Background: an optimization exercise with open tools, aiming at small area, a short achievable clock period and few clock cycles. Do not read the settings as production practice. In this exercise RTL edits were held to simulation tests only and were not proved equivalent to the original. Power figures rest on the tool's default switching activity, not on a simulated workload.

Setup of v46:
## JAM
module JAM (
input CLK,
input RST,
output reg [2:0] W,
output reg [2:0] J,
input [6:0] Cost,
output reg [3:0] MatchCount,
output reg [9:0] MinCost,
output reg Valid );
Size: roughly 1,500 flip-flops, ~30 I/O pins, about 64,000 um^2 of cells after synthesis.
clock: 5.0 ns
lec_check: 0
abc_area: 1
cap_margin: 20
core_margin: 2
core_utilization: 40
cts_cluster_diameter: 150
cts_cluster_size: 25
place_density: 0.65
setup_slack_margin: 2.8
slew_margin: 20
tns_end_percent: 100
run.sh (not shown) runs the stock make flow with config.mk's settings and CLKGATE_MAP_FILE= SYNTH_SCRIPT=/design/flow/synth_recipe.tcl, a recipe that flattens the netlist after the stock synthesis.
Both conditions hold for v46: the flow ran to the end and the final layout passed the timing, design-rule and antenna checks.
Testbench counts of v46, summed over its fixed seeds: cycles 5,392.
For v58, these inputs were changed with respect to v46:
diff --git a/flow/config.mk b/flow/config.mk
--- a/flow/config.mk
+++ b/flow/config.mk
@@ -9,8 +9,6 @@
 export CAP_MARGIN = 20
 export CORE_MARGIN = 2
-export CORE_UTILIZATION = 40
-export CTS_CLUSTER_DIAMETER = 150
-export CTS_CLUSTER_SIZE = 25
-export PLACE_DENSITY = 0.65
+export CORE_UTILIZATION = 60
+export PLACE_DENSITY = 0.7
 export SETUP_SLACK_MARGIN = 2.8
 export SLEW_MARGIN = 20
- Compared with v46, in v58 actual transition at the worst max-transition pin moved up; portion of total power attributed to sequential cells moved down.
- Looking at origin of the worst setup path, the BCA[0] result is from v46; the Valid one comes from v58.
- Sort v46 and v58 by via total after detailed routing asc -> top: v46
- Comparing data required time of the critical path for v46 and v58, the bigger number came from v46.
- Setup slack was higher in v46 than in v58.
- For the die boundary height, v58 came in about 18% lower than v46 did.
- [compare] base=v46 new=v58: die outline width decreased by 18% relative to the old numbers, area growth from synthesis to layout up 3.7 points.
Changes in v19 relative to v58:
diff --git a/flow/config.mk b/flow/config.mk
--- a/flow/config.mk
+++ b/flow/config.mk
@@ -9,5 +9,7 @@
 export CAP_MARGIN = 20
 export CORE_MARGIN = 2
-export CORE_UTILIZATION = 60
+export CORE_UTILIZATION = 40
+export CTS_CLUSTER_DIAMETER = 150
+export CTS_CLUSTER_SIZE = 25
 export PLACE_DENSITY = 0.7
 export SETUP_SLACK_MARGIN = 2.8
==> comparison <==
- Vertical extent of the die up 22% in v19 wrt v58
- v19 vs v58 — clock transition at the registers of the reported paths rose 0.03 ns.
- Re core footprint: v58 was lower than v19.
- On total area of multi-input combinational cells, v58 and v19 are basically level.
- Comparing v58 and v19, the lower worst hold slack across all endpoints was measured on v58.
- [compare] base=v58 new=v19: number of cells traversed by the worst register-to-register path increased by 7 relative to the old numbers; reg2reg setup slack closely matched the old numbers.

========
red:
JAM again, from the RTL that the note above started with.
clock: 5.0 ns
lec_check: 0
abc_area: 1
cap_margin: 20
core_margin: 2
core_utilization: 40
cts_cluster_diameter: 60
cts_cluster_size: 10
place_density: 0.7
setup_slack_margin: 2.8
slew_margin: 20
tns_end_percent: 100
Testbench counts of red, summed over its fixed seeds: cycles 5,392.
diff inputs: red => blue
--- a/flow/config.mk
+++ b/flow/config.mk
@@ -10,6 +10,7 @@
 export CORE_MARGIN = 2
 export CORE_UTILIZATION = 40
-export CTS_CLUSTER_DIAMETER = 60
-export CTS_CLUSTER_SIZE = 10
+export CTS_CLUSTER_DIAMETER = 150
+export CTS_CLUSTER_SIZE = 25
+export GPL_ROUTABILITY_DRIVEN = 0
 export PLACE_DENSITY = 0.7
 export SETUP_SLACK_MARGIN = 2.8
==> comparison <==
- The lower number of standard cells in the final layout excluding fillers came out of blue.
- Delta(logic depth of the worst path, buffers included, blue - red) > 0
- Going from red to blue, routed wire length down 3.7%; post-layout instance area down about 4%; number of filler instances in the final layout up 69; final critical path time including I/O delays and setup down 0.019 ns; max-slew violation count flat.
- Clock-pin slew on the worst setup and hold paths sits higher in blue than in red.
- In blue the required time at the endpoint of the critical path turned out 1.51 ns higher than in red.
- [compare] base=red new=blue: final worst setup slack grew by 0.019 ns, non-clock buffer count shrank by 1.
> inputs changed (blue -> green)
--- a/flow/config.mk
+++ b/flow/config.mk
@@ -10,7 +10,4 @@
 export CORE_MARGIN = 2
 export CORE_UTILIZATION = 40
-export CTS_CLUSTER_DIAMETER = 150
-export CTS_CLUSTER_SIZE = 25
-export GPL_ROUTABILITY_DRIVEN = 0
 export PLACE_DENSITY = 0.7
 export SETUP_SLACK_MARGIN = 2.8
--- outcome ---
Compared with blue, in green clock buffer count in the final layout +130%; non-clock buffer count -about 1.1%. green vs blue on switching power share of the total: green is the lower one. Re number of placement rows: no difference whatsoever between green and blue. The higher clock power came out of green. green ends up with a final design utilization that is 2.0 points higher than in blue. blue has lower number of setup buffers added after CTS than green. Number of global-route vias before repair in green is 403 above blue. The final reports for green and blue show layout cell share with drive strength beyond 1 higher in the former. green against blue: worst hold slack up 0.011 ns; sequential portion of the cell area now sits lower.
Modified inputs, orange compared to green
--- a/flow/config.mk
+++ b/flow/config.mk
@@ -9,5 +9,7 @@
 export CAP_MARGIN = 20
 export CORE_MARGIN = 2
-export CORE_UTILIZATION = 40
+export CORE_UTILIZATION = 50
+export CTS_CLUSTER_DIAMETER = 150
+export CTS_CLUSTER_SIZE = 25
 export PLACE_DENSITY = 0.7
 export SETUP_SLACK_MARGIN = 2.8
### Flow results
Diff green -> orange | power | down by more than 10%. Higher largest fanout on the critical path goes to orange over green. In the flow results for orange and green, the overall via count from detail_route is larger on green. orange vs green: maximum achievable frequency up by a few percent. In the tables for orange and green, critical path depth reads lower with green. Sort orange and green by relative contribution of sequential cells to total power, ascending, and green comes first. orange has more setup slack than green. Taking green as the reference, in orange final period demand of the worst path has decreased, fraction of standard cell area in multi-input logic has increased.
The inputs of purple differ from those of orange as listed below.
--- a/flow/config.mk
+++ b/flow/config.mk
@@ -9,6 +9,6 @@
 export CAP_MARGIN = 20
 export CORE_MARGIN = 2
-export CORE_UTILIZATION = 50
-export CTS_CLUSTER_DIAMETER = 150
+export CORE_UTILIZATION = 40
+export CTS_CLUSTER_DIAMETER = 100
 export CTS_CLUSTER_SIZE = 25
 export PLACE_DENSITY = 0.7
==> results.txt <==
Between orange and purple, the fmax does not differ in any meaningful way.
Final setup TNS essentially unchanged between purple and orange.
The core of purple is less densely filled than that of orange.
Share of the clock period used by the worst path of purple is on par with orange.
orange vs purple, destination of the critical timing path: totn[3] vs Valid
Reported for orange and purple, mux contribution to synthesized area turned out identical to the last digit.
Last weighted congestion value of the routability-driven placer for purple is lower than for orange.

-- what the ideal ports hide --
How much do the figures lean on ideal ports? The routed layouts below were timed once more, with nothing changed but the port constraints.
Step 1 sets driving cells, clkbuf_16 on the clock port and buf_2 on the other inputs (assumed; they add their load-dependent delay and slew).
Step 2 also shifts input and output timing later by t, the mid clock arrival at the registers, as if the neighbouring blocks saw the same clock.
Three values: ideal ports, drivers, drivers and shift; two values: the first two.
| run | shift t [ns] | setup WS [ns] | latest minus earliest clock arrival (ns) |
|---|---|---|---|
| v46 | 0.783 | 2.821 / 2.744 / 2.385 | 0.037 / 0.036 |
| v58 | 0.840 | 2.742 / 2.662 / 2.577 | 0.040 / 0.040 |
| v19 | 0.769 | 2.832 / 2.751 / 2.622 | 0.034 / 0.034 |
| red | 0.863 | 2.739 / 2.663 / 2.605 | 0.039 / 0.039 |
| blue | 0.771 | 2.758 / 2.746 / 2.477 | 0.034 / 0.034 |
| green | 0.858 | 2.751 / 2.676 / 2.615 | 0.055 / 0.056 |
| orange | 0.747 | 2.820 / 2.767 / 2.650 | 0.034 / 0.034 |
| purple | 0.778 | 2.824 / 2.751 / 2.607 | 0.040 / 0.040 |
After both steps every run listed still meets setup and hold. For v46, which loses most, drivers alone change the setup slack by -0.077 ns; drivers and shift together by -0.436 ns. The worst setup slack also covers recovery checks on asynchronous resets.
